Context: an optimization exercise on an open-source flow, tuned for small area and a short achievable clock period. The choices shown serve that exercise and are no tape-out recipe.
No functional check of the RTL was part of any run shown here.
Power is estimated from default activity; no workload was simulated.

==> flow/design.v (outline; a module is shown in full before it is edited, if it fits) <==
// module QE_M: 797 lines
// module qe_fa: 5 lines
// module qe_fs: 5 lines
// module qe_fc: 5 lines
// module qe_x2: 5 lines
// module qe_xn: 5 lines
// module qe_cy: 5 lines
// module qe_ha: 5 lines
module QE_M (clk, reset, in_a, in_b, in_c, in_x, mode, valid_in, last_input, valid_out, result);
  // ...
==> flow/flow/run.sh <==
#!/bin/bash
# The standard layout, with buf_2 cells as the port buffers.
bash standard.sh "BUFFER_PORTS_ARGS=-buffer_cell sky130_fd_sc_hd__buf_2" finish > standard.log 2>&1
==> flow/standard.sh <==
#!/bin/bash
# synth_recipe.tcl (not shown) runs the flow's synth.tcl, then flattens the netlist and writes it again
# the make line also repeats each setting of config.mk as NAME=value (left out here)
make -C /OpenROAD-flow-scripts/flow DESIGN_CONFIG=/design/flow/config.mk WORK_HOME=/design/flow/orfs CLKGATE_MAP_FILE= SYNTH_SCRIPT=/design/flow/synth_recipe.tcl "${@:-finish}"
==> flow/config.mk <==
export PLATFORM = sky130hd
export DESIGN_NAME = QE_M
export DESIGN_NICKNAME = QE_M
export VERILOG_FILES = /design/flow/design.v
export SDC_FILE = /design/flow/constraint.sdc
export NUM_CORES = 4
export LEC_CHECK = 0
export CAP_MARGIN = 20
export CORE_MARGIN = 2
export CORE_UTILIZATION = 40
export CTS_BUF_LIST = sky130_fd_sc_hd__clkbuf_8
export SETUP_SLACK_MARGIN = 4
export SLEW_MARGIN = 20
export SYNTH_HIERARCHICAL = 1
==> flow/constraint.sdc <==
create_clock -name core_clock -period 6.5 [get_ports {clk}]
set_input_delay 1.3000 -clock core_clock [delete_from_list [all_inputs] [get_ports {clk}]]
set_output_delay 1.3000 -clock core_clock [all_outputs]
set_load 0.01 [all_outputs]
==> results.toml, run 1 <==
[global_route]
grt_pass1_vias = 5681
use_met3_pct = 2.97

[pwr]
leakagePower_nw = 3.78
p_clk_mw = 0.822
totalPowerFinal_mw = 4.74

[layout]
multi_input_cells = 653
regArea_um2 = 3120
multi_input_area_share_pct = 55.1
stdcell_count = 1184
layout.cells.most_common = "xor2_1"
area_growth_pct = 13.1

[synth]
synth_common_cells = "xor2_1 (172), dfxtp_1 (149), nand2_1 (113)"
synth_top_family_by_area = "XOR/XNOR gates"
yosys.area_share.xor_xnor_pct = 23.3
synth_seq_cells = 154

[drt]
vias_per_cell = 4.88
top_layer = "met4"

[timing]
hold_viol_final = 0
hold-worst-slack_ns = 0.323
fmax_mhz = 409

[worst_setup_path]
cp_max_fo = 26
path_depth = 4
crit_chain = "buf_2 -> nand2b_4 -> fa_1 -> fa_2"
path_buf_inv = 1

[min_path]
worstHoldEndpoint = "C2[1]$_DFF_P_"
whs_path_depth = 0

[floorplanning]
die_h_um = 149
start_util_pct = 40.4

[placed_design]
place_area_um2 = 8940

[outcome]
status = "finished clean"
==> run 2, diff against run 1 <==
--- a/flow/design.v
+++ b/flow/design.v
@@ -15,7 +15,7 @@
 reg [3:0]  bnn;          
 reg        x7;
 reg [7:0]  C2;
-reg        keep2;
+reg        keep2, nkeep2;   
 reg S3a15, S3b15, S3a14, S3b14, S3a13, S3b13, S3a12, S3b12, S3a11, S3b11, S3a10, S3b10, S3a9, S3b9, S3a8, S3b8, S3a7, S3b7, S3a6, S3b6, S3a5, S3b5, S3a4, S3b4, S3a3, S3b3, S3a2, S3b2, S3a1, S3b1, S3a0, S3b0;
 reg [15:0] Y;
 reg        q1, q2, q3;   
@@ -229,7 +229,7 @@
 wire ta_57, ta_58, ta_59, ta_60, ta_61, ta_62, ta_63, ta_64;
 wire ta_65, ta_66, ta_67, ta_68, ta_69, ta_70, ta_71, ta_72;
 wire ta_73, ta_74, ta_75, ta_76, ta_77, ta_78, ta_79, ta_80;
-wire ta_81, ta_82;
+wire ta_81, ta_82, ta_83, ta_84, ta_85, ta_86;
 qe_xn ta_hx0 (.a(pa_0_5), .b(pa_1_4), .y(ta_1));
 assign ta_2 = pa_0_5 | pa_1_4;
 qe_fa ta_fa0 (.a(pa_0_6), .b(pa_1_5), .c(pa_2_4), .s(ta_3), .co(ta_4));
@@ -247,7 +247,9 @@
 qe_x2 ta_xs3 (.a(ta_75), .b(pa_3_5), .y(ta_13));
 qe_cy ta_cy3 (.a(pa_1_7), .b(pa_2_6), .c(pa_3_5), .p(ta_75), .co(ta_14));
 qe_fa ta_fa4 (.a(pa_4_4), .b(pa_5_3), .c(pa_6_2), .s(ta_15), .co(ta_16));
-qe_fa ta_fa5 (.a(pa_2_7), .b(pa_3_6), .c(pa_4_5), .s(ta_17), .co(ta_18));
+qe_x2 ta_xp5 (.a(pa_2_7), .b(pa_3_6), .y(ta_76));
+qe_x2 ta_xs5 (.a(ta_76), .b(pa_4_5), .y(ta_17));
+qe_cy ta_cy5 (.a(pa_2_7), .b(pa_3_6), .c(pa_4_5), .p(ta_76), .co(ta_18));
 qe_xn ta_hx3 (.a(pa_0_3), .b(pa_1_2), .y(ta_19));
 assign ta_20 = pa_0_3 | pa_1_2;
 qe_fa ta_fa6 (.a(pa_0_4), .b(pa_1_3), .c(pa_2_2), .s(ta_21), .co(ta_22));
@@ -256,40 +258,46 @@
 qe_fa ta_fa7 (.a(pa_2_3), .b(pa_3_2), .c(pa_4_1), .s(ta_25), .co(ta_26));
 qe_fa ta_fa8 (.a(pa_5_0), .b(bg[5]), .c(ta_1), .s(ta_27), .co(ta_28));
 qe_fa ta_fa9 (.a(pa_5_1), .b(pa_6_0), .c(bg[6]), .s(ta_29), .co(ta_30));
-qe_x2 ta_xp10 (.a(ta_2), .b(ta_5), .y(ta_76));
-qe_x2 ta_xs10 (.a(ta_76), .b(ta_3), .y(ta_31));
-qe_cy ta_cy10 (.a(ta_2), .b(ta_5), .c(ta_3), .p(ta_76), .co(ta_32));
-qe_fa ta_fa11 (.a(bg[7]), .b(ta_6), .c(ta_11), .s(ta_33), .co(ta_34));
+qe_x2 ta_xp10 (.a(ta_2), .b(ta_5), .y(ta_77));
+qe_x2 ta_xs10 (.a(ta_77), .b(ta_3), .y(ta_31));
+qe_cy ta_cy10 (.a(ta_2), .b(ta_5), .c(ta_3), .p(ta_77), .co(ta_32));
+qe_x2 ta_xp11 (.a(bg[7]), .b(ta_6), .y(ta_78));
+qe_x2 ta_xs11 (.a(ta_78), .b(ta_11), .y(ta_33));
+qe_cy ta_cy11 (.a(bg[7]), .b(ta_6), .c(ta_11), .p(ta_78), .co(ta_34));
 qe_fa ta_fa12 (.a(ta_7), .b(ta_9), .c(ta_4), .s(ta_35), .co(ta_36));
-qe_x2 ta_xp13 (.a(pa_7_1), .b(ta_12), .y(ta_77));
-qe_x2 ta_xs13 (.a(ta_77), .b(ta_13), .y(ta_37));
-qe_cy ta_cy13 (.a(pa_7_1), .b(ta_12), .c(ta_13), .p(ta_77), .co(ta_38));
+qe_x2 ta_xp13 (.a(pa_7_1), .b(ta_12), .y(ta_79));
+qe_x2 ta_xs13 (.a(ta_79), .b(ta_13), .y(ta_37));
+qe_cy ta_cy13 (.a(pa_7_1), .b(ta_12), .c(ta_13), .p(ta_79), .co(ta_38));
 qe_fa ta_fa14 (.a(ta_15), .b(ta_8), .c(ta_10), .s(ta_39), .co(ta_40));
 qe_fa ta_fa15 (.a(pa_5_4), .b(pa_6_3), .c(pa_7_2), .s(ta_41), .co(ta_42));
-qe_x2 ta_xp16 (.a(ta_17), .b(ta_14), .y(ta_78));
-qe_x2 ta_xs16 (.a(ta_78), .b(ta_16), .y(ta_43));
-qe_cy ta_cy16 (.a(ta_17), .b(ta_14), .c(ta_16), .p(ta_78), .co(ta_44));
+qe_x2 ta_xp16 (.a(ta_17), .b(ta_14), .y(ta_80));
+qe_x2 ta_xs16 (.a(ta_80), .b(ta_16), .y(ta_43));
+qe_cy ta_cy16 (.a(ta_17), .b(ta_14), .c(ta_16), .p(ta_80), .co(ta_44));
 qe_fa ta_fa17 (.a(pa_3_7), .b(pa_4_6), .c(pa_5_5), .s(ta_45), .co(ta_46));
-qe_x2 ta_xp18 (.a(pa_6_4), .b(pa_7_3), .y(ta_79));
-qe_x2 ta_xs18 (.a(ta_79), .b(ta_18), .y(ta_47));
-qe_cy ta_cy18 (.a(pa_6_4), .b(pa_7_3), .c(ta_18), .p(ta_79), .co(ta_48));
+qe_x2 ta_xp18 (.a(pa_6_4), .b(pa_7_3), .y(ta_81));
+qe_x2 ta_xs18 (.a(ta_81), .b(ta_18), .y(ta_47));
+qe_cy ta_cy18 (.a(pa_6_4), .b(pa_7_3), .c(ta_18), .p(ta_81), .co(ta_48));
 qe_fa ta_fa19 (.a(pa_4_7), .b(pa_5_6), .c(pa_6_5), .s(ta_49), .co(ta_50));
 qe_xn ta_hx5 (.a(pa_0_2), .b(pa_1_1), .y(ta_51));
 assign ta_52 = pa_0_2 | pa_1_1;
 qe_fa ta_fa20 (.a(pa_2_1), .b(pa_3_0), .c(bg[3]), .s(ta_53), .co(ta_54));
 qe_fa ta_fa21 (.a(bg[4]), .b(ta_20), .c(ta_23), .s(ta_55), .co(ta_56));
 qe_fa ta_fa22 (.a(ta_24), .b(ta_25), .c(ta_22), .s(ta_57), .co(ta_58));
-qe_fa ta_fa23 (.a(ta_29), .b(ta_26), .c(ta_28), .s(ta_59), .co(ta_60));
-qe_x2 ta_xp24 (.a(ta_30), .b(ta_33), .y(ta_80));
-qe_x2 ta_xs24 (.a(ta_80), .b(ta_32), .y(ta_61));
-qe_cy ta_cy24 (.a(ta_30), .b(ta_33), .c(ta_32), .p(ta_80), .co(ta_62));
-qe_x2 ta_xp25 (.a(ta_37), .b(ta_34), .y(ta_81));
-qe_x2 ta_xs25 (.a(ta_81), .b(ta_36), .y(ta_63));
-qe_cy ta_cy25 (.a(ta_37), .b(ta_34), .c(ta_36), .p(ta_81), .co(ta_64));
-qe_x2 ta_xp26 (.a(ta_41), .b(ta_38), .y(ta_82));
-qe_x2 ta_xs26 (.a(ta_82), .b(ta_43), .y(ta_65));
-qe_cy ta_cy26 (.a(ta_41), .b(ta_38), .c(ta_43), .p(ta_82), .co(ta_66));
-qe_fa ta_fa27 (.a(ta_45), .b(ta_42), .c(ta_47), .s(ta_67), .co(ta_68));
+qe_x2 ta_xp23 (.a(ta_29), .b(ta_26), .y(ta_82));
+qe_x2 ta_xs23 (.a(ta_82), .b(ta_28), .y(ta_59));
+qe_cy ta_cy23 (.a(ta_29), .b(ta_26), .c(ta_28), .p(ta_82), .co(ta_60));
+qe_x2 ta_xp24 (.a(ta_30), .b(ta_33), .y(ta_83));
+qe_x2 ta_xs24 (.a(ta_83), .b(ta_32), .y(ta_61));
+qe_cy ta_cy24 (.a(ta_30), .b(ta_33), .c(ta_32), .p(ta_83), .co(ta_62));
+qe_x2 ta_xp25 (.a(ta_37), .b(ta_34), .y(ta_84));
+qe_x2 ta_xs25 (.a(ta_84), .b(ta_36), .y(ta_63));
+qe_cy ta_cy25 (.a(ta_37), .b(ta_34), .c(ta_36), .p(ta_84), .co(ta_64));
+qe_x2 ta_xp26 (.a(ta_41), .b(ta_38), .y(ta_85));
+qe_x2 ta_xs26 (.a(ta_85), .b(ta_43), .y(ta_65));
+qe_cy ta_cy26 (.a(ta_41), .b(ta_38), .c(ta_43), .p(ta_85), .co(ta_66));
+qe_x2 ta_xp27 (.a(ta_45), .b(ta_42), .y(ta_86));
+qe_x2 ta_xs27 (.a(ta_86), .b(ta_47), .y(ta_67));
+qe_cy ta_cy27 (.a(ta_45), .b(ta_42), .c(ta_47), .p(ta_86), .co(ta_68));
 qe_fa ta_fa28 (.a(pa_7_4), .b(ta_49), .c(ta_46), .s(ta_69), .co(ta_70));
 qe_fa ta_fa29 (.a(pa_5_7), .b(pa_6_6), .c(pa_7_5), .s(ta_71), .co(ta_72));
 wire [7:0] xm = {X1[6:0], 1'b0};   
@@ -301,44 +309,44 @@
 wire tb_33, tb_34, tb_35, tb_36, tb_37, tb_38;
 qe_xn tb_hx0 (.a(T1a1), .b(T1b1), .y(tb_1));
 assign tb_2 = T1a1 | T1b1;
-qe_x2 tb_xp0 (.a(T1a2), .b(T1b2), .y(tb_5));
-qe_x2 tb_xs0 (.a(tb_5), .b(T1c2), .y(tb_3));
-qe_cy tb_cy0 (.a(T1a2), .b(T1b2), .c(T1c2), .p(tb_5), .co(tb_4));
-qe_x2 tb_xp1 (.a(T1a3), .b(T1b3), .y(tb_8));
-qe_x2 tb_xs1 (.a(tb_8), .b(T1c3), .y(tb_6));
-qe_cy tb_cy1 (.a(T1a3), .b(T1b3), .c(T1c3), .p(tb_8), .co(tb_7));
-qe_x2 tb_xp2 (.a(T1a4), .b(T1b4), .y(tb_11));
-qe_x2 tb_xs2 (.a(tb_11), .b(T1c4), .y(tb_9));
-qe_cy tb_cy2 (.a(T1a4), .b(T1b4), .c(T1c4), .p(tb_11), .co(tb_10));
-qe_x2 tb_xp3 (.a(T1a5), .b(T1b5), .y(tb_14));
-qe_x2 tb_xs3 (.a(tb_14), .b(T1c5), .y(tb_12));
-qe_cy tb_cy3 (.a(T1a5), .b(T1b5), .c(T1c5), .p(tb_14), .co(tb_13));
-qe_x2 tb_xp4 (.a(T1a6), .b(T1b6), .y(tb_17));
-qe_x2 tb_xs4 (.a(tb_17), .b(T1c6), .y(tb_15));
-qe_cy tb_cy4 (.a(T1a6), .b(T1b6), .c(T1c6), .p(tb_17), .co(tb_16));
-qe_x2 tb_xp5 (.a(T1a7), .b(T1b7), .y(tb_20));
-qe_x2 tb_xs5 (.a(tb_20), .b(T1c7), .y(tb_18));
-qe_cy tb_cy5 (.a(T1a7), .b(T1b7), .c(T1c7), .p(tb_20), .co(tb_19));
-qe_x2 tb_xp6 (.a(T1a8), .b(T1b8), .y(tb_23));
-qe_x2 tb_xs6 (.a(tb_23), .b(T1c8), .y(tb_21));
-qe_cy tb_cy6 (.a(T1a8), .b(T1b8), .c(T1c8), .p(tb_23), .co(tb_22));
-qe_x2 tb_xp7 (.a(T1a9), .b(T1b9), .y(tb_26));
-qe_x2 tb_xs7 (.a(tb_26), .b(T1c9), .y(tb_24));
-qe_cy tb_cy7 (.a(T1a9), .b(T1b9), .c(T1c9), .p(tb_26), .co(tb_25));
-qe_x2 tb_xp8 (.a(T1a10), .b(T1b10), .y(tb_29));
-qe_x2 tb_xs8 (.a(tb_29), .b(T1c10), .y(tb_27));
-qe_cy tb_cy8 (.a(T1a10), .b(T1b10), .c(T1c10), .p(tb_29), .co(tb_28));
-qe_x2 tb_xp9 (.a(T1a11), .b(T1b11), .y(tb_32));
-qe_x2 tb_xs9 (.a(tb_32), .b(T1c11), .y(tb_30));
-qe_cy tb_cy9 (.a(T1a11), .b(T1b11), .c(T1c11), .p(tb_32), .co(tb_31));
-qe_x2 tb_xp10 (.a(T1a12), .b(T1b12), .y(tb_35));
-qe_x2 tb_xs10 (.a(tb_35), .b(T1c12), .y(tb_33));
-qe_cy tb_cy10 (.a(T1a12), .b(T1b12), .c(T1c12), .p(tb_35), .co(tb_34));
+qe_x2 tb_xp0 (.a(T1a2), .b(T1b2), .y(tb_27));
+qe_x2 tb_xs0 (.a(tb_27), .b(T1c2), .y(tb_3));
+qe_cy tb_cy0 (.a(T1a2), .b(T1b2), .c(T1c2), .p(tb_27), .co(tb_4));
+qe_x2 tb_xp1 (.a(T1a3), .b(T1b3), .y(tb_28));
+qe_x2 tb_xs1 (.a(tb_28), .b(T1c3), .y(tb_5));
+qe_cy tb_cy1 (.a(T1a3), .b(T1b3), .c(T1c3), .p(tb_28), .co(tb_6));
+qe_x2 tb_xp2 (.a(T1a4), .b(T1b4), .y(tb_29));
+qe_x2 tb_xs2 (.a(tb_29), .b(T1c4), .y(tb_7));
+qe_cy tb_cy2 (.a(T1a4), .b(T1b4), .c(T1c4), .p(tb_29), .co(tb_8));
+qe_x2 tb_xp3 (.a(T1a5), .b(T1b5), .y(tb_30));
+qe_x2 tb_xs3 (.a(tb_30), .b(T1c5), .y(tb_9));
+qe_cy tb_cy3 (.a(T1a5), .b(T1b5), .c(T1c5), .p(tb_30), .co(tb_10));
+qe_x2 tb_xp4 (.a(T1a6), .b(T1b6), .y(tb_31));
+qe_x2 tb_xs4 (.a(tb_31), .b(T1c6), .y(tb_11));
+qe_cy tb_cy4 (.a(T1a6), .b(T1b6), .c(T1c6), .p(tb_31), .co(tb_12));
+qe_x2 tb_xp5 (.a(T1a7), .b(T1b7), .y(tb_32));
+qe_x2 tb_xs5 (.a(tb_32), .b(T1c7), .y(tb_13));
+qe_cy tb_cy5 (.a(T1a7), .b(T1b7), .c(T1c7), .p(tb_32), .co(tb_14));
+qe_x2 tb_xp6 (.a(T1a8), .b(T1b8), .y(tb_33));
+qe_x2 tb_xs6 (.a(tb_33), .b(T1c8), .y(tb_15));
+qe_cy tb_cy6 (.a(T1a8), .b(T1b8), .c(T1c8), .p(tb_33), .co(tb_16));
+qe_x2 tb_xp7 (.a(T1a9), .b(T1b9), .y(tb_34));
+qe_x2 tb_xs7 (.a(tb_34), .b(T1c9), .y(tb_17));
+qe_cy tb_cy7 (.a(T1a9), .b(T1b9), .c(T1c9), .p(tb_34), .co(tb_18));
+qe_x2 tb_xp8 (.a(T1a10), .b(T1b10), .y(tb_35));
+qe_x2 tb_xs8 (.a(tb_35), .b(T1c10), .y(tb_19));
+qe_cy tb_cy8 (.a(T1a10), .b(T1b10), .c(T1c10), .p(tb_35), .co(tb_20));
+qe_x2 tb_xp9 (.a(T1a11), .b(T1b11), .y(tb_36));
+qe_x2 tb_xs9 (.a(tb_36), .b(T1c11), .y(tb_21));
+qe_cy tb_cy9 (.a(T1a11), .b(T1b11), .c(T1c11), .p(tb_36), .co(tb_22));
+qe_x2 tb_xp10 (.a(T1a12), .b(T1b12), .y(tb_37));
+qe_x2 tb_xs10 (.a(tb_37), .b(T1c12), .y(tb_23));
+qe_cy tb_cy10 (.a(T1a12), .b(T1b12), .c(T1c12), .p(tb_37), .co(tb_24));
 qe_x2 tb_xp11 (.a(T1a13), .b(T1b13), .y(tb_38));
-qe_x2 tb_xs11 (.a(tb_38), .b(T1c13), .y(tb_36));
-qe_cy tb_cy11 (.a(T1a13), .b(T1b13), .c(T1c13), .p(tb_38), .co(tb_37));
-wire [15:0] SBa = {1'b1, T1a14, tb_36, tb_33, tb_30, tb_27, tb_24, tb_21, tb_18, tb_15, tb_12, tb_9, tb_6, tb_2, T1c1, T1a0};
-wire [15:0] SBb = {1'b1, tb_37, tb_34, tb_31, tb_28, tb_25, tb_22, tb_19, tb_16, tb_13, tb_10, tb_7, tb_4, tb_3, tb_1, T1b0};
+qe_x2 tb_xs11 (.a(tb_38), .b(T1c13), .y(tb_25));
+qe_cy tb_cy11 (.a(T1a13), .b(T1b13), .c(T1c13), .p(tb_38), .co(tb_26));
+wire [15:0] SBa = {1'b1, T1a14, tb_25, tb_23, tb_21, tb_19, tb_17, tb_15, tb_13, tb_11, tb_9, tb_7, tb_5, tb_2, T1c1, T1a0};
+wire [15:0] SBb = {1'b1, tb_26, tb_24, tb_22, tb_20, tb_18, tb_16, tb_14, tb_12, tb_10, tb_8, tb_6, tb_4, tb_3, tb_1, T1b0};
 wire [15:0] SBs;
 wire [15:0] te_cp_p, te_cp_g, te_cp_c;
 qe_x2 te_cp_px0 (.a(SBa[0]), .b(SBb[0]), .y(te_cp_p[0]));
@@ -374,87 +382,53 @@
 qe_x2 te_cp_px15 (.a(SBa[15]), .b(SBb[15]), .y(te_cp_p[15]));
 assign te_cp_g[15] = ~(SBa[15] | SBb[15]);
 wire te_cp_G0_1 = te_cp_g[1] | (te_cp_p[1] & te_cp_g[0]);
-wire te_cp_G0_2 = te_cp_g[2] | (te_cp_p[2] & te_cp_g[1]);
-wire te_cp_P0_2 = te_cp_p[2] & te_cp_p[1];
 wire te_cp_G0_3 = te_cp_g[3] | (te_cp_p[3] & te_cp_g[2]);
 wire te_cp_P0_3 = te_cp_p[3] & te_cp_p[2];
-wire te_cp_G0_4 = te_cp_g[4] | (te_cp_p[4] & te_cp_g[3]);
-wire te_cp_P0_4 = te_cp_p[4] & te_cp_p[3];
 wire te_cp_G0_5 = te_cp_g[5] | (te_cp_p[5] & te_cp_g[4]);
 wire te_cp_P0_5 = te_cp_p[5] & te_cp_p[4];
-wire te_cp_G0_6 = te_cp_g[6] | (te_cp_p[6] & te_cp_g[5]);
-wire te_cp_P0_6 = te_cp_p[6] & te_cp_p[5];
 wire te_cp_G0_7 = te_cp_g[7] | (te_cp_p[7] & te_cp_g[6]);
 wire te_cp_P0_7 = te_cp_p[7] & te_cp_p[6];
-wire te_cp_G0_8 = te_cp_g[8] | (te_cp_p[8] & te_cp_g[7]);
-wire te_cp_P0_8 = te_cp_p[8] & te_cp_p[7];
 wire te_cp_G0_9 = te_cp_g[9] | (te_cp_p[9] & te_cp_g[8]);
 wire te_cp_P0_9 = te_cp_p[9] & te_cp_p[8];
-wire te_cp_G0_10 = te_cp_g[10] | (te_cp_p[10] & te_cp_g[9]);
-wire te_cp_P0_10 = te_cp_p[10] & te_cp_p[9];
 wire te_cp_G0_11 = te_cp_g[11] | (te_cp_p[11] & te_cp_g[10]);
 wire te_cp_P0_11 = te_cp_p[11] & te_cp_p[10];
-wire te_cp_G0_12 = te_cp_g[12] | (te_cp_p[12] & te_cp_g[11]);
-wire te_cp_P0_12 = te_cp_p[12] & te_cp_p[11];
 wire te_cp_G0_13 = te_cp_g[13] | (te_cp_p[13] & te_cp_g[12]);
 wire te_cp_P0_13 = te_cp_p[13] & te_cp_p[12];
-wire te_cp_G0_14 = te_cp_g[14] | (te_cp_p[14] & te_cp_g[13]);
-wire te_cp_P0_14 = te_cp_p[14] & te_cp_p[13];
 wire te_cp_G0_15 = te_cp_g[15] | (te_cp_p[15] & te_cp_g[14]);
 wire te_cp_P0_15 = te_cp_p[15] & te_cp_p[14];
-wire te_cp_G1_2 = te_cp_G0_2 | (te_cp_P0_2 & te_cp_g[0]);
+wire te_cp_G1_2 = te_cp_g[2] | (te_cp_p[2] & te_cp_G0_1);
 wire te_cp_G1_3 = te_cp_G0_3 | (te_cp_P0_3 & te_cp_G0_1);
-wire te_cp_G1_4 = te_cp_G0_4 | (te_cp_P0_4 & te_cp_G0_2);
-wire te_cp_P1_4 = te_cp_P0_4 & te_cp_P0_2;
-wire te_cp_G1_5 = te_cp_G0_5 | (te_cp_P0_5 & te_cp_G0_3);
-wire te_cp_P1_5 = te_cp_P0_5 & te_cp_P0_3;
-wire te_cp_G1_6 = te_cp_G0_6 | (te_cp_P0_6 & te_cp_G0_4);
-wire te_cp_P1_6 = te_cp_P0_6 & te_cp_P0_4;
+wire te_cp_G1_6 = te_cp_g[6] | (te_cp_p[6] & te_cp_G0_5);
+wire te_cp_P1_6 = te_cp_p[6] & te_cp_P0_5;
 wire te_cp_G1_7 = te_cp_G0_7 | (te_cp_P0_7 & te_cp_G0_5);
 wire te_cp_P1_7 = te_cp_P0_7 & te_cp_P0_5;
-wire te_cp_G1_8 = te_cp_G0_8 | (te_cp_P0_8 & te_cp_G0_6);
-wire te_cp_P1_8 = te_cp_P0_8 & te_cp_P0_6;
-wire te_cp_G1_9 = te_cp_G0_9 | (te_cp_P0_9 & te_cp_G0_7);
-wire te_cp_P1_9 = te_cp_P0_9 & te_cp_P0_7;
-wire te_cp_G1_10 = te_cp_G0_10 | (te_cp_P0_10 & te_cp_G0_8);
-wire te_cp_P1_10 = te_cp_P0_10 & te_cp_P0_8;
+wire te_cp_G1_10 = te_cp_g[10] | (te_cp_p[10] & te_cp_G0_9);
+wire te_cp_P1_10 = te_cp_p[10] & te_cp_P0_9;
 wire te_cp_G1_11 = te_cp_G0_11 | (te_cp_P0_11 & te_cp_G0_9);
 wire te_cp_P1_11 = te_cp_P0_11 & te_cp_P0_9;
-wire te_cp_G1_12 = te_cp_G0_12 | (te_cp_P0_12 & te_cp_G0_10);
-wire te_cp_P1_12 = te_cp_P0_12 & te_cp_P0_10;
-wire te_cp_G1_13 = te_cp_G0_13 | (te_cp_P0_13 & te_cp_G0_11);
-wire te_cp_P1_13 = te_cp_P0_13 & te_cp_P0_11;
-wire te_cp_G1_14 = te_cp_G0_14 | (te_cp_P0_14 & te_cp_G0_12);
-wire te_cp_P1_14 = te_cp_P0_14 & te_cp_P0_12;
+wire te_cp_G1_14 = te_cp_g[14] | (te_cp_p[14] & te_cp_G0_13);
+wire te_cp_P1_14 = te_cp_p[14] & te_cp_P0_13;
 wire te_cp_G1_15 = te_cp_G0_15 | (te_cp_P0_15 & te_cp_G0_13);
 wire te_cp_P1_15 = te_cp_P0_15 & te_cp_P0_13;
-wire te_cp_G2_4 = te_cp_G1_4 | (te_cp_P1_4 & te_cp_g[0]);
-wire te_cp_G2_5 = te_cp_G1_5 | (te_cp_P1_5 & te_cp_G0_1);
-wire te_cp_G2_6 = te_cp_G1_6 | (te_cp_P1_6 & te_cp_G1_2);
+wire te_cp_G2_4 = te_cp_g[4] | (te_cp_p[4] & te_cp_G1_3);
+wire te_cp_G2_5 = te_cp_G0_5 | (te_cp_P0_5 & te_cp_G1_3);
+wire te_cp_G2_6 = te_cp_G1_6 | (te_cp_P1_6 & te_cp_G1_3);
 wire te_cp_G2_7 = te_cp_G1_7 | (te_cp_P1_7 & te_cp_G1_3);
-wire te_cp_G2_8 = te_cp_G1_8 | (te_cp_P1_8 & te_cp_G1_4);
-wire te_cp_P2_8 = te_cp_P1_8 & te_cp_P1_4;
-wire te_cp_G2_9 = te_cp_G1_9 | (te_cp_P1_9 & te_cp_G1_5);
-wire te_cp_P2_9 = te_cp_P1_9 & te_cp_P1_5;
-wire te_cp_G2_10 = te_cp_G1_10 | (te_cp_P1_10 & te_cp_G1_6);
-wire te_cp_P2_10 = te_cp_P1_10 & te_cp_P1_6;
-wire te_cp_G2_11 = te_cp_G1_11 | (te_cp_P1_11 & te_cp_G1_7);
-wire te_cp_P2_11 = te_cp_P1_11 & te_cp_P1_7;
-wire te_cp_G2_12 = te_cp_G1_12 | (te_cp_P1_12 & te_cp_G1_8);
-wire te_cp_P2_12 = te_cp_P1_12 & te_cp_P1_8;
-wire te_cp_G2_13 = te_cp_G1_13 | (te_cp_P1_13 & te_cp_G1_9);
-wire te_cp_P2_13 = te_cp_P1_13 & te_cp_P1_9;
-wire te_cp_G2_14 = te_cp_G1_14 | (te_cp_P1_14 & te_cp_G1_10);
-wire te_cp_P2_14 = te_cp_P1_14 & te_cp_P1_10;
+wire te_cp_G2_12 = te_cp_g[12] | (te_cp_p[12] & te_cp_G1_11);
+wire te_cp_P2_12 = te_cp_p[12] & te_cp_P1_11;
+wire te_cp_G2_13 = te_cp_G0_13 | (te_cp_P0_13 & te_cp_G1_11);
+wire te_cp_P2_13 = te_cp_P0_13 & te_cp_P1_11;
+wire te_cp_G2_14 = te_cp_G1_14 | (te_cp_P1_14 & te_cp_G1_11);
+wire te_cp_P2_14 = te_cp_P1_14 & te_cp_P1_11;
 wire te_cp_G2_15 = te_cp_G1_15 | (te_cp_P1_15 & te_cp_G1_11);
 wire te_cp_P2_15 = te_cp_P1_15 & te_cp_P1_11;
-wire te_cp_G3_8 = te_cp_G2_8 | (te_cp_P2_8 & te_cp_g[0]);
-wire te_cp_G3_9 = te_cp_G2_9 | (te_cp_P2_9 & te_cp_G0_1);
-wire te_cp_G3_10 = te_cp_G2_10 | (te_cp_P2_10 & te_cp_G1_2);
-wire te_cp_G3_11 = te_cp_G2_11 | (te_cp_P2_11 & te_cp_G1_3);
-wire te_cp_G3_12 = te_cp_G2_12 | (te_cp_P2_12 & te_cp_G2_4);
-wire te_cp_G3_13 = te_cp_G2_13 | (te_cp_P2_13 & te_cp_G2_5);
-wire te_cp_G3_14 = te_cp_G2_14 | (te_cp_P2_14 & te_cp_G2_6);
+wire te_cp_G3_8 = te_cp_g[8] | (te_cp_p[8] & te_cp_G2_7);
+wire te_cp_G3_9 = te_cp_G0_9 | (te_cp_P0_9 & te_cp_G2_7);
+wire te_cp_G3_10 = te_cp_G1_10 | (te_cp_P1_10 & te_cp_G2_7);
+wire te_cp_G3_11 = te_cp_G1_11 | (te_cp_P1_11 & te_cp_G2_7);
+wire te_cp_G3_12 = te_cp_G2_12 | (te_cp_P2_12 & te_cp_G2_7);
+wire te_cp_G3_13 = te_cp_G2_13 | (te_cp_P2_13 & te_cp_G2_7);
+wire te_cp_G3_14 = te_cp_G2_14 | (te_cp_P2_14 & te_cp_G2_7);
 wire te_cp_G3_15 = te_cp_G2_15 | (te_cp_P2_15 & te_cp_G2_7);
 assign te_cp_c[0] = 1'b0;
 assign te_cp_c[1] = te_cp_g[0];
@@ -520,18 +494,18 @@
 assign pc_1_14 = ~(((bo[1] & R[12]) | (bt[1] & R[11]) | (keep2 & ~S3a[14])) ^ bn[1]);
 assign pc_1_15 = ~(((bo[1] & R[13]) | (bt[1] & R[12]) | (keep2 & ~S3a[15])) ^ bn[1]);
 assign pc_neg_1 = bnn[1];
-assign pc_2_4 = ((bo[2] & R[0]) | (keep2 & ~S3b[4])) ^ bnn[2];
-assign pc_2_5 = ((bo[2] & R[1]) | (bt[2] & R[0]) | (keep2 & ~S3b[5])) ^ bnn[2];
-assign pc_2_6 = ((bo[2] & R[2]) | (bt[2] & R[1]) | (keep2 & ~S3b[6])) ^ bnn[2];
-assign pc_2_7 = ((bo[2] & R[3]) | (bt[2] & R[2]) | (keep2 & ~S3b[7])) ^ bnn[2];
-assign pc_2_8 = ((bo[2] & R[4]) | (bt[2] & R[3]) | (keep2 & ~S3b[8])) ^ bnn[2];
-assign pc_2_9 = ((bo[2] & R[5]) | (bt[2] & R[4]) | (keep2 & ~S3b[9])) ^ bnn[2];
-assign pc_2_10 = ~(((bo[2] & R[6]) | (bt[2] & R[5]) | (keep2 & ~S3b[10])) ^ bn[2]);
-assign pc_2_11 = ~(((bo[2] & R[7]) | (bt[2] & R[6]) | (keep2 & ~S3b[11])) ^ bn[2]);
-assign pc_2_12 = ~(((bo[2] & R[8]) | (bt[2] & R[7]) | (keep2 & ~S3b[12])) ^ bn[2]);
-assign pc_2_13 = ~(((bo[2] & R[9]) | (bt[2] & R[8]) | (keep2 & ~S3b[13])) ^ bn[2]);
-assign pc_2_14 = ~(((bo[2] & R[10]) | (bt[2] & R[9]) | (keep2 & ~S3b[14])) ^ bn[2]);
-assign pc_2_15 = ~(((bo[2] & R[11]) | (bt[2] & R[10]) | (keep2 & ~S3b[15])) ^ bn[2]);
+assign pc_2_4 = ((bo[2] & R[0]) | (~nkeep2 & ~S3b[4])) ^ bnn[2];
+assign pc_2_5 = ((bo[2] & R[1]) | (bt[2] & R[0]) | (~nkeep2 & ~S3b[5])) ^ bnn[2];
+assign pc_2_6 = ((bo[2] & R[2]) | (bt[2] & R[1]) | (~nkeep2 & ~S3b[6])) ^ bnn[2];
+assign pc_2_7 = ((bo[2] & R[3]) | (bt[2] & R[2]) | (~nkeep2 & ~S3b[7])) ^ bnn[2];
+assign pc_2_8 = ((bo[2] & R[4]) | (bt[2] & R[3]) | (~nkeep2 & ~S3b[8])) ^ bnn[2];
+assign pc_2_9 = ((bo[2] & R[5]) | (bt[2] & R[4]) | (~nkeep2 & ~S3b[9])) ^ bnn[2];
+assign pc_2_10 = ~(((bo[2] & R[6]) | (bt[2] & R[5]) | (~nkeep2 & ~S3b[10])) ^ bn[2]);
+assign pc_2_11 = ~(((bo[2] & R[7]) | (bt[2] & R[6]) | (~nkeep2 & ~S3b[11])) ^ bn[2]);
+assign pc_2_12 = ~(((bo[2] & R[8]) | (bt[2] & R[7]) | (~nkeep2 & ~S3b[12])) ^ bn[2]);
+assign pc_2_13 = ~(((bo[2] & R[9]) | (bt[2] & R[8]) | (~nkeep2 & ~S3b[13])) ^ bn[2]);
+assign pc_2_14 = ~(((bo[2] & R[10]) | (bt[2] & R[9]) | (~nkeep2 & ~S3b[14])) ^ bn[2]);
+assign pc_2_15 = ~(((bo[2] & R[11]) | (bt[2] & R[10]) | (~nkeep2 & ~S3b[15])) ^ bn[2]);
 assign pc_neg_2 = bnn[2];
 assign pc_3_6 = ((bo[3] & R[0])) ^ bnn[3];
 assign pc_3_7 = ((bo[3] & R[1]) | (bt[3] & R[0])) ^ bnn[3];
@@ -554,10 +528,10 @@
 assign pc_4_15 = ~(x7 & R[7]);
 assign pc_acc_1_0 = ~(keep2 & ~S3a[0]);
 assign pc_acc_1_1 = ~(keep2 & ~S3a[1]);
-assign pc_acc_2_0 = ~(keep2 & ~S3b[0]);
-assign pc_acc_2_1 = ~(keep2 & ~S3b[1]);
-assign pc_acc_2_2 = ~(keep2 & ~S3b[2]);
-assign pc_acc_2_3 = ~(keep2 & ~S3b[3]);
+assign pc_acc_2_0 = ~(~nkeep2 & ~S3b[0]);
+assign pc_acc_2_1 = ~(~nkeep2 & ~S3b[1]);
+assign pc_acc_2_2 = ~(~nkeep2 & ~S3b[2]);
+assign pc_acc_2_3 = ~(~nkeep2 & ~S3b[3]);
 wire tc_1, tc_2, tc_3, tc_4, tc_5, tc_6, tc_7, tc_8;
 wire tc_9, tc_10, tc_11, tc_12, tc_13, tc_14, tc_15, tc_16;
 wire tc_17, tc_18, tc_19, tc_20, tc_21, tc_22, tc_23, tc_24;
@@ -574,119 +548,134 @@
 wire tc_105, tc_106, tc_107, tc_108, tc_109, tc_110, tc_111, tc_112;
 wire tc_113, tc_114, tc_115, tc_116, tc_117, tc_118, tc_119, tc_120;
 wire tc_121, tc_122, tc_123, tc_124, tc_125, tc_126, tc_127, tc_128;
-wire tc_129, tc_130, tc_131, tc_132, tc_133, tc_134, tc_135;
+wire tc_129, tc_130, tc_131, tc_132, tc_133, tc_134, tc_135, tc_136;
+wire tc_137, tc_138, tc_139, tc_140, tc_141, tc_142;
 qe_xn tc_hx0 (.a(pc_neg_0), .b(C2[0]), .y(tc_1));
 assign tc_2 = pc_neg_0 | C2[0];
-qe_xn tc_hx1 (.a(C2[1]), .b(pc_acc_1_1), .y(tc_3));
-assign tc_4 = C2[1] | pc_acc_1_1;
+qe_xn tc_hx1 (.a(C2[1]), .b(pc_0_1), .y(tc_3));
+assign tc_4 = C2[1] | pc_0_1;
 qe_x2 tc_xp0 (.a(pc_neg_1), .b(C2[2]), .y(tc_117));
-qe_x2 tc_xs0 (.a(tc_117), .b(pc_acc_2_2), .y(tc_5));
-qe_cy tc_cy0 (.a(pc_neg_1), .b(C2[2]), .c(pc_acc_2_2), .p(tc_117), .co(tc_6));
-qe_xn tc_hx2 (.a(C2[3]), .b(pc_acc_2_3), .y(tc_7));
-assign tc_8 = C2[3] | pc_acc_2_3;
-qe_fa tc_fa1 (.a(pc_neg_2), .b(C2[4]), .c(pc_0_4), .s(tc_9), .co(tc_10));
+qe_x2 tc_xs0 (.a(tc_117), .b(pc_0_2), .y(tc_5));
+qe_cy tc_cy0 (.a(pc_neg_1), .b(C2[2]), .c(pc_0_2), .p(tc_117), .co(tc_6));
+qe_xn tc_hx2 (.a(C2[3]), .b(pc_0_3), .y(tc_7));
+assign tc_8 = C2[3] | pc_0_3;
+qe_x2 tc_xp1 (.a(pc_neg_2), .b(C2[4]), .y(tc_118));
+qe_x2 tc_xs1 (.a(tc_118), .b(pc_0_4), .y(tc_9));
+qe_cy tc_cy1 (.a(pc_neg_2), .b(C2[4]), .c(pc_0_4), .p(tc_118), .co(tc_10));
 qe_xn tc_hx3 (.a(C2[5]), .b(pc_0_5), .y(tc_11));
 assign tc_12 = C2[5] | pc_0_5;
-qe_x2 tc_xp2 (.a(pc_neg_3), .b(C2[6]), .y(tc_118));
-qe_x2 tc_xs2 (.a(tc_118), .b(pc_0_6), .y(tc_13));
-qe_cy tc_cy2 (.a(pc_neg_3), .b(C2[6]), .c(pc_0_6), .p(tc_118), .co(tc_14));
-qe_xn tc_hx4 (.a(pc_1_6), .b(pc_2_6), .y(tc_15));
-assign tc_16 = pc_1_6 | pc_2_6;
-qe_fa tc_fa3 (.a(C2[7]), .b(pc_0_7), .c(pc_1_7), .s(tc_17), .co(tc_18));
-qe_xn tc_hx5 (.a(pc_2_7), .b(pc_3_7), .y(tc_19));
-assign tc_20 = pc_2_7 | pc_3_7;
-qe_fa tc_fa4 (.a(pc_4_8), .b(pc_0_8), .c(pc_1_8), .s(tc_21), .co(tc_22));
-qe_xn tc_hx6 (.a(pc_2_8), .b(pc_3_8), .y(tc_23));
-assign tc_24 = pc_2_8 | pc_3_8;
-qe_fa tc_fa5 (.a(pc_4_9), .b(pc_0_9), .c(pc_1_9), .s(tc_25), .co(tc_26));
-qe_xn tc_hx7 (.a(pc_2_9), .b(pc_3_9), .y(tc_27));
-assign tc_28 = pc_2_9 | pc_3_9;
-qe_fa tc_fa6 (.a(pc_4_10), .b(pc_0_10), .c(pc_1_10), .s(tc_29), .co(tc_30));
-qe_xn tc_hx8 (.a(pc_2_10), .b(pc_3_10), .y(tc_31));
-assign tc_32 = pc_2_10 | pc_3_10;
-qe_fa tc_fa7 (.a(pc_4_11), .b(pc_0_11), .c(pc_1_11), .s(tc_33), .co(tc_34));
-qe_xn tc_hx9 (.a(pc_2_11), .b(pc_3_11), .y(tc_35));
-assign tc_36 = pc_2_11 | pc_3_11;
-qe_fa tc_fa8 (.a(pc_4_12), .b(pc_0_12), .c(pc_1_12), .s(tc_37), .co(tc_38));
-qe_xn tc_hx10 (.a(pc_2_12), .b(pc_3_12), .y(tc_39));
-assign tc_40 = pc_2_12 | pc_3_12;
-qe_fa tc_fa9 (.a(pc_4_13), .b(pc_0_13), .c(pc_1_13), .s(tc_41), .co(tc_42));
-qe_xn tc_hx11 (.a(pc_2_13), .b(pc_3_13), .y(tc_43));
-assign tc_44 = pc_2_13 | pc_3_13;
-qe_fa tc_fa10 (.a(pc_4_14), .b(pc_0_14), .c(pc_1_14), .s(tc_45), .co(tc_46));
-qe_xn tc_hx12 (.a(pc_2_14), .b(pc_3_14), .y(tc_47));
-assign tc_48 = pc_2_14 | pc_3_14;
-qe_fa tc_fa11 (.a(pc_4_15), .b(pc_0_15), .c(pc_1_15), .s(tc_49), .co(tc_50));
-qe_xn tc_hx13 (.a(pc_2_15), .b(pc_3_15), .y(tc_51));
-assign tc_52 = pc_2_15 | pc_3_15;
-qe_xn tc_hx14 (.a(pc_acc_1_0), .b(pc_acc_2_0), .y(tc_53));
-assign tc_54 = pc_acc_1_0 | pc_acc_2_0;
-qe_fa tc_fa12 (.a(pc_acc_2_1), .b(tc_2), .c(pc_0_1), .s(tc_55), .co(tc_56));
-qe_fa tc_fa13 (.a(pc_0_2), .b(pc_1_2), .c(tc_5), .s(tc_57), .co(tc_58));
-qe_fa tc_fa14 (.a(pc_0_3), .b(pc_1_3), .c(tc_6), .s(tc_59), .co(tc_60));
-qe_fa tc_fa15 (.a(pc_1_4), .b(pc_2_4), .c(tc_8), .s(tc_61), .co(tc_62));
-qe_x2 tc_xp16 (.a(pc_1_5), .b(pc_2_5), .y(tc_119));
-qe_x2 tc_xs16 (.a(tc_119), .b(tc_10), .y(tc_63));
-qe_cy tc_cy16 (.a(pc_1_5), .b(pc_2_5), .c(tc_10), .p(tc_119), .co(tc_64));
-qe_fa tc_fa17 (.a(pc_3_6), .b(tc_13), .c(tc_12), .s(tc_65), .co(tc_66));
-qe_fa tc_fa18 (.a(tc_14), .b(tc_16), .c(tc_19), .s(tc_67), .co(tc_68));
-qe_x2 tc_xp19 (.a(tc_20), .b(tc_23), .y(tc_120));
-qe_x2 tc_xs19 (.a(tc_120), .b(tc_21), .y(tc_69));
-qe_cy tc_cy19 (.a(tc_20), .b(tc_23), .c(tc_21), .p(tc_120), .co(tc_70));
-qe_x2 tc_xp20 (.a(tc_24), .b(tc_27), .y(tc_121));
-qe_x2 tc_xs20 (.a(tc_121), .b(tc_25), .y(tc_71));
-qe_cy tc_cy20 (.a(tc_24), .b(tc_27), .c(tc_25), .p(tc_121), .co(tc_72));
-qe_x2 tc_xp21 (.a(tc_28), .b(tc_31), .y(tc_122));
-qe_x2 tc_xs21 (.a(tc_122), .b(tc_29), .y(tc_73));
-qe_cy tc_cy21 (.a(tc_28), .b(tc_31), .c(tc_29), .p(tc_122), .co(tc_74));
-qe_x2 tc_xp22 (.a(tc_32), .b(tc_35), .y(tc_123));
-qe_x2 tc_xs22 (.a(tc_123), .b(tc_33), .y(tc_75));
-qe_cy tc_cy22 (.a(tc_32), .b(tc_35), .c(tc_33), .p(tc_123), .co(tc_76));
-qe_x2 tc_xp23 (.a(tc_36), .b(tc_39), .y(tc_124));
-qe_x2 tc_xs23 (.a(tc_124), .b(tc_37), .y(tc_77));
-qe_cy tc_cy23 (.a(tc_36), .b(tc_39), .c(tc_37), .p(tc_124), .co(tc_78));
-qe_x2 tc_xp24 (.a(tc_40), .b(tc_43), .y(tc_125));
-qe_x2 tc_xs24 (.a(tc_125), .b(tc_41), .y(tc_79));
-qe_cy tc_cy24 (.a(tc_40), .b(tc_43), .c(tc_41), .p(tc_125), .co(tc_80));
-qe_x2 tc_xp25 (.a(tc_44), .b(tc_47), .y(tc_126));
-qe_x2 tc_xs25 (.a(tc_126), .b(tc_45), .y(tc_81));
-qe_cy tc_cy25 (.a(tc_44), .b(tc_47), .c(tc_45), .p(tc_126), .co(tc_82));
-qe_x2 tc_xp26 (.a(tc_48), .b(tc_51), .y(tc_127));
-qe_x2 tc_xs26 (.a(tc_127), .b(tc_49), .y(tc_83));
-qe_cy tc_cy26 (.a(tc_48), .b(tc_51), .c(tc_49), .p(tc_127), .co(tc_84));
-qe_xn tc_hx15 (.a(pc_0_0), .b(tc_1), .y(tc_85));
-assign tc_86 = pc_0_0 | tc_1;
+qe_x2 tc_xp2 (.a(pc_neg_3), .b(C2[6]), .y(tc_119));
+qe_x2 tc_xs2 (.a(tc_119), .b(pc_0_6), .y(tc_13));
+qe_cy tc_cy2 (.a(pc_neg_3), .b(C2[6]), .c(pc_0_6), .p(tc_119), .co(tc_14));
+qe_xn tc_hx4 (.a(pc_3_6), .b(pc_1_6), .y(tc_15));
+assign tc_16 = pc_3_6 | pc_1_6;
+qe_fa tc_fa3 (.a(C2[7]), .b(pc_0_7), .c(pc_3_7), .s(tc_17), .co(tc_18));
+qe_xn tc_hx5 (.a(pc_1_7), .b(pc_2_7), .y(tc_19));
+assign tc_20 = pc_1_7 | pc_2_7;
+qe_fa tc_fa4 (.a(pc_4_8), .b(pc_0_8), .c(pc_3_8), .s(tc_21), .co(tc_22));
+qe_xn tc_hx6 (.a(pc_1_8), .b(pc_2_8), .y(tc_23));
+assign tc_24 = pc_1_8 | pc_2_8;
+qe_x2 tc_xp5 (.a(pc_4_9), .b(pc_0_9), .y(tc_120));
+qe_x2 tc_xs5 (.a(tc_120), .b(pc_3_9), .y(tc_25));
+qe_cy tc_cy5 (.a(pc_4_9), .b(pc_0_9), .c(pc_3_9), .p(tc_120), .co(tc_26));
+qe_xn tc_hx7 (.a(pc_1_9), .b(pc_2_9), .y(tc_27));
+assign tc_28 = pc_1_9 | pc_2_9;
+qe_x2 tc_xp6 (.a(pc_4_10), .b(pc_0_10), .y(tc_121));
+qe_x2 tc_xs6 (.a(tc_121), .b(pc_3_10), .y(tc_29));
+qe_cy tc_cy6 (.a(pc_4_10), .b(pc_0_10), .c(pc_3_10), .p(tc_121), .co(tc_30));
+qe_xn tc_hx8 (.a(pc_1_10), .b(pc_2_10), .y(tc_31));
+assign tc_32 = pc_1_10 | pc_2_10;
+qe_x2 tc_xp7 (.a(pc_4_11), .b(pc_0_11), .y(tc_122));
+qe_x2 tc_xs7 (.a(tc_122), .b(pc_3_11), .y(tc_33));
+qe_cy tc_cy7 (.a(pc_4_11), .b(pc_0_11), .c(pc_3_11), .p(tc_122), .co(tc_34));
+qe_xn tc_hx9 (.a(pc_1_11), .b(pc_2_11), .y(tc_35));
+assign tc_36 = pc_1_11 | pc_2_11;
+qe_x2 tc_xp8 (.a(pc_4_12), .b(pc_0_12), .y(tc_123));
+qe_x2 tc_xs8 (.a(tc_123), .b(pc_3_12), .y(tc_37));
+qe_cy tc_cy8 (.a(pc_4_12), .b(pc_0_12), .c(pc_3_12), .p(tc_123), .co(tc_38));
+qe_xn tc_hx10 (.a(pc_1_12), .b(pc_2_12), .y(tc_39));
+assign tc_40 = pc_1_12 | pc_2_12;
+qe_x2 tc_xp9 (.a(pc_4_13), .b(pc_0_13), .y(tc_124));
+qe_x2 tc_xs9 (.a(tc_124), .b(pc_3_13), .y(tc_41));
+qe_cy tc_cy9 (.a(pc_4_13), .b(pc_0_13), .c(pc_3_13), .p(tc_124), .co(tc_42));
+qe_xn tc_hx11 (.a(pc_1_13), .b(pc_2_13), .y(tc_43));
+assign tc_44 = pc_1_13 | pc_2_13;
+qe_x2 tc_xp10 (.a(pc_4_14), .b(pc_0_14), .y(tc_125));
+qe_x2 tc_xs10 (.a(tc_125), .b(pc_3_14), .y(tc_45));
+qe_cy tc_cy10 (.a(pc_4_14), .b(pc_0_14), .c(pc_3_14), .p(tc_125), .co(tc_46));
+qe_xn tc_hx12 (.a(pc_1_14), .b(pc_2_14), .y(tc_47));
+assign tc_48 = pc_1_14 | pc_2_14;
+qe_x2 tc_xp11 (.a(pc_4_15), .b(pc_0_15), .y(tc_126));
+qe_x2 tc_xs11 (.a(tc_126), .b(pc_3_15), .y(tc_49));
+qe_cy tc_cy11 (.a(pc_4_15), .b(pc_0_15), .c(pc_3_15), .p(tc_126), .co(tc_50));
+qe_xn tc_hx13 (.a(pc_1_15), .b(pc_2_15), .y(tc_51));
+assign tc_52 = pc_1_15 | pc_2_15;
+qe_xn tc_hx14 (.a(pc_0_0), .b(tc_1), .y(tc_53));
+assign tc_54 = pc_0_0 | tc_1;
+qe_fa tc_fa12 (.a(tc_2), .b(pc_acc_1_1), .c(pc_acc_2_1), .s(tc_55), .co(tc_56));
+qe_fa tc_fa13 (.a(pc_1_2), .b(pc_acc_2_2), .c(tc_5), .s(tc_57), .co(tc_58));
+qe_fa tc_fa14 (.a(pc_1_3), .b(pc_acc_2_3), .c(tc_6), .s(tc_59), .co(tc_60));
+qe_fa tc_fa15 (.a(pc_1_4), .b(pc_2_4), .c(tc_9), .s(tc_61), .co(tc_62));
+qe_fa tc_fa16 (.a(pc_1_5), .b(pc_2_5), .c(tc_10), .s(tc_63), .co(tc_64));
+qe_fa tc_fa17 (.a(pc_2_6), .b(tc_13), .c(tc_12), .s(tc_65), .co(tc_66));
+qe_x2 tc_xp18 (.a(tc_14), .b(tc_16), .y(tc_127));
+qe_x2 tc_xs18 (.a(tc_127), .b(tc_17), .y(tc_67));
+qe_cy tc_cy18 (.a(tc_14), .b(tc_16), .c(tc_17), .p(tc_127), .co(tc_68));
+qe_fa tc_fa19 (.a(tc_20), .b(tc_21), .c(tc_18), .s(tc_69), .co(tc_70));
+qe_x2 tc_xp20 (.a(tc_24), .b(tc_25), .y(tc_128));
+qe_x2 tc_xs20 (.a(tc_128), .b(tc_22), .y(tc_71));
+qe_cy tc_cy20 (.a(tc_24), .b(tc_25), .c(tc_22), .p(tc_128), .co(tc_72));
+qe_x2 tc_xp21 (.a(tc_28), .b(tc_29), .y(tc_129));
+qe_x2 tc_xs21 (.a(tc_129), .b(tc_26), .y(tc_73));
+qe_cy tc_cy21 (.a(tc_28), .b(tc_29), .c(tc_26), .p(tc_129), .co(tc_74));
+qe_x2 tc_xp22 (.a(tc_32), .b(tc_33), .y(tc_130));
+qe_x2 tc_xs22 (.a(tc_130), .b(tc_30), .y(tc_75));
+qe_cy tc_cy22 (.a(tc_32), .b(tc_33), .c(tc_30), .p(tc_130), .co(tc_76));
+qe_x2 tc_xp23 (.a(tc_36), .b(tc_37), .y(tc_131));
+qe_x2 tc_xs23 (.a(tc_131), .b(tc_34), .y(tc_77));
+qe_cy tc_cy23 (.a(tc_36), .b(tc_37), .c(tc_34), .p(tc_131), .co(tc_78));
+qe_x2 tc_xp24 (.a(tc_40), .b(tc_41), .y(tc_132));
+qe_x2 tc_xs24 (.a(tc_132), .b(tc_38), .y(tc_79));
+qe_cy tc_cy24 (.a(tc_40), .b(tc_41), .c(tc_38), .p(tc_132), .co(tc_80));
+qe_x2 tc_xp25 (.a(tc_44), .b(tc_45), .y(tc_133));
+qe_x2 tc_xs25 (.a(tc_133), .b(tc_42), .y(tc_81));
+qe_cy tc_cy25 (.a(tc_44), .b(tc_45), .c(tc_42), .p(tc_133), .co(tc_82));
+qe_x2 tc_xp26 (.a(tc_48), .b(tc_49), .y(tc_134));
+qe_x2 tc_xs26 (.a(tc_134), .b(tc_46), .y(tc_83));
+qe_cy tc_cy26 (.a(tc_48), .b(tc_49), .c(tc_46), .p(tc_134), .co(tc_84));
+qe_xn tc_hx15 (.a(pc_acc_1_0), .b(pc_acc_2_0), .y(tc_85));
+assign tc_86 = pc_acc_1_0 | pc_acc_2_0;
 qe_fa tc_fa27 (.a(tc_54), .b(tc_3), .c(tc_55), .s(tc_87), .co(tc_88));
-qe_fa tc_fa28 (.a(tc_4), .b(tc_56), .c(tc_57), .s(tc_89), .co(tc_90));
+qe_fa tc_fa28 (.a(tc_4), .b(tc_57), .c(tc_56), .s(tc_89), .co(tc_90));
 qe_fa tc_fa29 (.a(tc_7), .b(tc_59), .c(tc_58), .s(tc_91), .co(tc_92));
-qe_fa tc_fa30 (.a(tc_9), .b(tc_61), .c(tc_60), .s(tc_93), .co(tc_94));
-qe_fa tc_fa31 (.a(tc_11), .b(tc_62), .c(tc_63), .s(tc_95), .co(tc_96));
+qe_fa tc_fa30 (.a(tc_8), .b(tc_61), .c(tc_60), .s(tc_93), .co(tc_94));
+qe_fa tc_fa31 (.a(tc_11), .b(tc_63), .c(tc_62), .s(tc_95), .co(tc_96));
 qe_fa tc_fa32 (.a(tc_15), .b(tc_64), .c(tc_65), .s(tc_97), .co(tc_98));
-qe_x2 tc_xp33 (.a(tc_17), .b(tc_66), .y(tc_128));
-qe_x2 tc_xs33 (.a(tc_128), .b(tc_67), .y(tc_99));
-qe_cy tc_cy33 (.a(tc_17), .b(tc_66), .c(tc_67), .p(tc_128), .co(tc_100));
-qe_fa tc_fa34 (.a(tc_18), .b(tc_68), .c(tc_69), .s(tc_101), .co(tc_102));
-qe_x2 tc_xp35 (.a(tc_22), .b(tc_71), .y(tc_129));
-qe_x2 tc_xs35 (.a(tc_129), .b(tc_70), .y(tc_103));
-qe_cy tc_cy35 (.a(tc_22), .b(tc_71), .c(tc_70), .p(tc_129), .co(tc_104));
-qe_x2 tc_xp36 (.a(tc_26), .b(tc_73), .y(tc_130));
-qe_x2 tc_xs36 (.a(tc_130), .b(tc_72), .y(tc_105));
-qe_cy tc_cy36 (.a(tc_26), .b(tc_73), .c(tc_72), .p(tc_130), .co(tc_106));
-qe_x2 tc_xp37 (.a(tc_30), .b(tc_75), .y(tc_131));
-qe_x2 tc_xs37 (.a(tc_131), .b(tc_74), .y(tc_107));
-qe_cy tc_cy37 (.a(tc_30), .b(tc_75), .c(tc_74), .p(tc_131), .co(tc_108));
-qe_x2 tc_xp38 (.a(tc_34), .b(tc_77), .y(tc_132));
-qe_x2 tc_xs38 (.a(tc_132), .b(tc_76), .y(tc_109));
-qe_cy tc_cy38 (.a(tc_34), .b(tc_77), .c(tc_76), .p(tc_132), .co(tc_110));
-qe_x2 tc_xp39 (.a(tc_38), .b(tc_79), .y(tc_133));
-qe_x2 tc_xs39 (.a(tc_133), .b(tc_78), .y(tc_111));
-qe_cy tc_cy39 (.a(tc_38), .b(tc_79), .c(tc_78), .p(tc_133), .co(tc_112));
-qe_x2 tc_xp40 (.a(tc_42), .b(tc_81), .y(tc_134));
-qe_x2 tc_xs40 (.a(tc_134), .b(tc_80), .y(tc_113));
-qe_cy tc_cy40 (.a(tc_42), .b(tc_81), .c(tc_80), .p(tc_134), .co(tc_114));
-qe_x2 tc_xp41 (.a(tc_46), .b(tc_83), .y(tc_135));
-qe_x2 tc_xs41 (.a(tc_135), .b(tc_82), .y(tc_115));
-qe_cy tc_cy41 (.a(tc_46), .b(tc_83), .c(tc_82), .p(tc_135), .co(tc_116));
+qe_fa tc_fa33 (.a(tc_19), .b(tc_66), .c(tc_67), .s(tc_99), .co(tc_100));
+qe_x2 tc_xp34 (.a(tc_23), .b(tc_68), .y(tc_135));
+qe_x2 tc_xs34 (.a(tc_135), .b(tc_69), .y(tc_101));
+qe_cy tc_cy34 (.a(tc_23), .b(tc_68), .c(tc_69), .p(tc_135), .co(tc_102));
+qe_x2 tc_xp35 (.a(tc_27), .b(tc_71), .y(tc_136));
+qe_x2 tc_xs35 (.a(tc_136), .b(tc_70), .y(tc_103));
+qe_cy tc_cy35 (.a(tc_27), .b(tc_71), .c(tc_70), .p(tc_136), .co(tc_104));
+qe_x2 tc_xp36 (.a(tc_31), .b(tc_73), .y(tc_137));
+qe_x2 tc_xs36 (.a(tc_137), .b(tc_72), .y(tc_105));
+qe_cy tc_cy36 (.a(tc_31), .b(tc_73), .c(tc_72), .p(tc_137), .co(tc_106));
+qe_x2 tc_xp37 (.a(tc_35), .b(tc_75), .y(tc_138));
+qe_x2 tc_xs37 (.a(tc_138), .b(tc_74), .y(tc_107));
+qe_cy tc_cy37 (.a(tc_35), .b(tc_75), .c(tc_74), .p(tc_138), .co(tc_108));
+qe_x2 tc_xp38 (.a(tc_39), .b(tc_77), .y(tc_139));
+qe_x2 tc_xs38 (.a(tc_139), .b(tc_76), .y(tc_109));
+qe_cy tc_cy38 (.a(tc_39), .b(tc_77), .c(tc_76), .p(tc_139), .co(tc_110));
+qe_x2 tc_xp39 (.a(tc_43), .b(tc_79), .y(tc_140));
+qe_x2 tc_xs39 (.a(tc_140), .b(tc_78), .y(tc_111));
+qe_cy tc_cy39 (.a(tc_43), .b(tc_79), .c(tc_78), .p(tc_140), .co(tc_112));
+qe_x2 tc_xp40 (.a(tc_47), .b(tc_81), .y(tc_141));
+qe_x2 tc_xs40 (.a(tc_141), .b(tc_80), .y(tc_113));
+qe_cy tc_cy40 (.a(tc_47), .b(tc_81), .c(tc_80), .p(tc_141), .co(tc_114));
+qe_x2 tc_xp41 (.a(tc_51), .b(tc_83), .y(tc_142));
+qe_x2 tc_xs41 (.a(tc_142), .b(tc_82), .y(tc_115));
+qe_cy tc_cy41 (.a(tc_51), .b(tc_83), .c(tc_82), .p(tc_142), .co(tc_116));
 always @(posedge clk) begin
 	T1a14 <= pa_7_7;
 	T1a13 <= pa_6_7;
@@ -744,6 +733,7 @@
 	x7 <= X1[7];
 	C2 <= C1;
 	keep2 <= m1 & ~f1;
+	nkeep2 <= ~m1 | f1;
 	S3a15 <= tc_115;
 	S3b15 <= tc_114;
 	S3a14 <= tc_113;
@@ -756,20 +746,20 @@
 	S3b11 <= tc_106;
 	S3a10 <= tc_105;
 	S3b10 <= tc_104;
-	S3a9 <= tc_102;
-	S3b9 <= tc_103;
+	S3a9 <= tc_103;
+	S3b9 <= tc_102;
 	S3a8 <= tc_100;
 	S3b8 <= tc_101;
 	S3a7 <= tc_98;
 	S3b7 <= tc_99;
 	S3a6 <= tc_96;
 	S3b6 <= tc_97;
-	S3a5 <= tc_94;
-	S3b5 <= tc_95;
+	S3a5 <= tc_95;
+	S3b5 <= tc_94;
 	S3a4 <= tc_93;
 	S3b4 <= tc_92;
-	S3a3 <= tc_90;
-	S3b3 <= tc_91;
+	S3a3 <= tc_91;
+	S3b3 <= tc_90;
 	S3a2 <= tc_88;
 	S3b2 <= tc_89;
 	S3a1 <= tc_86;
==> results.toml, run 2 <==
[synth]
netlist_top_cells_area = "dfxtp_1 (36%), xor2_1 (19%), fa_1 (7.6%)"
syn-cell-area_um2 = 8450
synth_seq_cells = 155
synth.most_common_cell = "xor2_1"
synth.avg_cell_area_um2 = 9.87
synthCells = 856
synth_top_area_share_pct = 35.5
synth_cell_types = 49
synth_edf_count = 0
ys.flop_type = "dfxtp_1"
yosysWarnings = 7
synth_common_cells = "xor2_1 (188), dfxtp_1 (150), nand2_1 (95)"
async_flop_share_pct = 3.23
synth_top_area_cell = "dfxtp_1"
ys_seq_area_share_pct = 37.0

[layout]
final_cell_mix = "xor2_1 (178), dfxtp_1 (142), nand2_1 (82), xnor2_1 (58), buf_2 (54)"
reg.largest.list = "R x16, Y x16"
diodes = 0
drive_above_1_share_pct = 19.1
final_area_um2 = 9540
fin_nets = 964
area_growth_pct = 12.9
layout.cells.most_common = "xor2_1"
fill_cells = 2023

[worst_setup_path]
cp-start-kind = "register"
path_delay_family = "XOR/XNOR gates"
crit_chain = "clkinvlp_4 -> buf_4 -> o21ai_0 -> xnor2_1 -> or2_2 -> xor2_1 -> xor2_1 -> xor2_1 -> xor2_1"
critical_path_class = "reg -> reg"
critPathRequiredTime_ns = 6.88
path_buf_inv = 2
end_kind = "register"
max_stage_delay_ns = 0.39
cp_common_cell = "xor2_1"
cp_max_fo = 5
crit_arrival_ns = 2.80
cpMaxStageDelayCell = "dfxtp_2"

[timing]
tightest_slew_ns = 0.553
rsz0062_at_grt = "true"
relSlewSlack_pct = 63.1
hold_viol_final = 0
period_needed_ns = 2.42
setup_violations = 0
fin_ws_ns = 4.08
setup_tns_ns = 0
min_period_over_period_pct = 37.2
slew_viol_final = 0
fmax_mhz = 414
fin_worst_skew_ns = 0.0120

[pwr]
p_per_area_nw_per_um2 = 476
ir_drop_mv = 0.144
leakagePower_nw = 3.79
totalPowerFinal_mw = 4.54

[floorplanning]
ios = 54
die-area_um2 = 22300
row_count = 53
die_w_um = 149
coreArea_um2 = 20900
start_util_pct = 40.5
die_h_um = 149

[drt]
drc_errors = 0
top_layer = "met4"
num_vias = 5733
route.met3.wl_um = 516
vias_per_cell = 4.85
wl_mm = 16.1
dr.pass1.iters = 4
ant_nets = 0
wl_met1_mm = 8.09
wl_met2_mm = 7.13
drtIter0Drc = 225
post_drt_wl_per_cell_um = 13.6

[clock_tree]
cts_buffers = 17
cts_root_buf = "clkbuf_8"
clock-sinks = 155
hold_buffers = 0
clk_pin_slew_ns = 0.09
insertion_delay_ns = 0.45
cts_tree = "built"
clk_path_buf_depth = 2
htree_levels = 4

[placed_design]
place_congestion = 0.795
portBuffers = 53
place_area_um2 = 9000
hpwl_mm = 12.1
dp_slack_ns = 3.68

[outcome]
status = "finished clean"

[global_route]
antenna_found_initial = 0
grt_first_pass_wirelength_mm = 26.6
overflow = 0
grt_max_degree = 27
grt_use_total_pct = 15.0
grt_pass1_vias = 5542

[min_path]
hold_class = "reg -> reg"

[flow_run]
drv_cap = 0
==> run 2: changes by cell type after synthesis, sizes merged, moves of 4 or more <==
cell,change
o21ai,-4
nand2b,-5
fa,-11
a221oi,+5
a21oi,-12
xor2,+16
xnor2,+6
a22o,+10
a22oi,+9
a31oi,-4
nand2,-18
==> run 2: layer usage <==
metal | global-route usage (%) | vias up
li1 | - | 2922
met1 | 20.2 | 2690
met2 | 23.6 | 96
met3 | 2.94 | 25
met4 | 5.71 | 0
met5 | 0 | -
==> run 2: cell families (layout without fill, tap and decap cells) <==
kind of cell             Yosys count  count (layout)  synth area share, %
multiplexers                       2               2                0.266
adder cells (fa/ha/maj)           32              32                 7.58
buffers and inverters             61             110                 2.78
other                              2               4               0.0889
XOR/XNOR                         246             246                 25.5
flip-flops                       155             155                 37.0
AND/OR/NAND/NOR                  195             195                 11.5
AO/OA/AOI/OAI                    163             163                 15.2
==> run 2: layout make-up <==
cell class	instances	area, um^2	area share, %
tap	275	344	3.61
clock buffer	18	248	2.60
sequential	155	3140	33.0
multi-input combinational	642	5280	55.3
inverter	15	60.1	0.630
clock inverter	13	119	1.25
timing repair buffer	64	345	3.62
==> run 2: per-stage QoR <==
| step | hold slack (ns) | util [%] | instances |
|---|---|---|---|
| finish | 0.333 | 45.7 | 1182 |
| global route | 0.335 | 45.7 | 1182 |
| CTS | 0.335 | 45.0 | 1175 |
| detailed placement | 0.313 | 43.1 | 1140 |
| global placement | 0.312 | 43.1 | 1140 |
| floorplan | 0.310 | - | 858 |
==> run 2: Yosys stat by module (local to each module, per instance) <==
module	cells inside	times used
QE_M	584	1
qe_x2	1	168
qe_xn	1	23
qe_cy	1	49
qe_fa	1	32
==> run 2: worst reg2reg max path, stage by stage (launching register included) <==
cell and delay (ns):
dfxtp_2 0.39, clkinvlp_4 0.16, buf_4 0.18, o21ai_0 0.20
xnor2_1 0.13, or2_2 0.35, xor2_1 0.23, xor2_1 0.31
xor2_1 0.25, xor2_1 0.15
==> run 2: timing repair <==
action,CTS,global route
buffers inserted,4,7
pin swaps,7,13
resized for setup,5,19
cloned,0,0
hold endpoints to repair,0,0
endpoints found under the setup margin,20,22
==> run 2: where the power goes <==
group / switching, mW / internal [mW] / leakage, nW / total, mW
Sequential: 0.278 / 1.27 / 1.32 / 1.55
Combinational: 1.21 / 1.11 / 2.28 / 2.32
Clock: 0.359 / 0.313 / 0.189 / 0.672
Total: 1.85 / 2.69 / 3.79 / 4.54
==> run 2: final timing paths <==
path                                     from             endpoint  slack [ns]  depth (start not counted)
worst max-delay path            keep2$_DFF_P_        S3a13$_DFF_P_        4.08                          9
worst min-delay path            C1[1]$_DFF_P_        C2[1]$_DFF_P_        0.33                          0
worst max register to register  keep2$_DFF_P_        S3a13$_DFF_P_        4.08                          9
worst min register to register  C1[1]$_DFF_P_        C2[1]$_DFF_P_        0.33                          0
max in group asynchronous               reset      lastd$_DFF_PP1_        5.52                          2
min in group asynchronous               reset  valid_out$_DFF_PP0_        0.74                          2

==> what the ideal ports hide <==
The flow's constraints put no driver on any port. The routed layouts listed below were extracted and timed again, unchanged, in two steps. Step 1: set_driving_cell puts a clkbuf_16 on clk and a buf_2 on each other input, an assumption about the parent block. Step 2 times the ports against the registers' clock, not the clock port: input delays grow and output delays shrink by t, the midpoint of the rising clock arrivals with the driver on. Three values: no drivers, after step 1, after step 2; two values: the first two.
run | t, ns | setup WS [ns] | clock arrival spread, ns
run 1 | 0.474 | 4.053 / 4.063 / 3.589 | 0.018 / 0.018
run 2 | 0.477 | 4.084 / 4.084 / 3.686 | 0.013 / 0.013
After both steps every run listed still meets setup and hold. For run 1, which loses most, drivers alone change the setup slack by +0.010 ns; drivers and shift together by -0.464 ns.
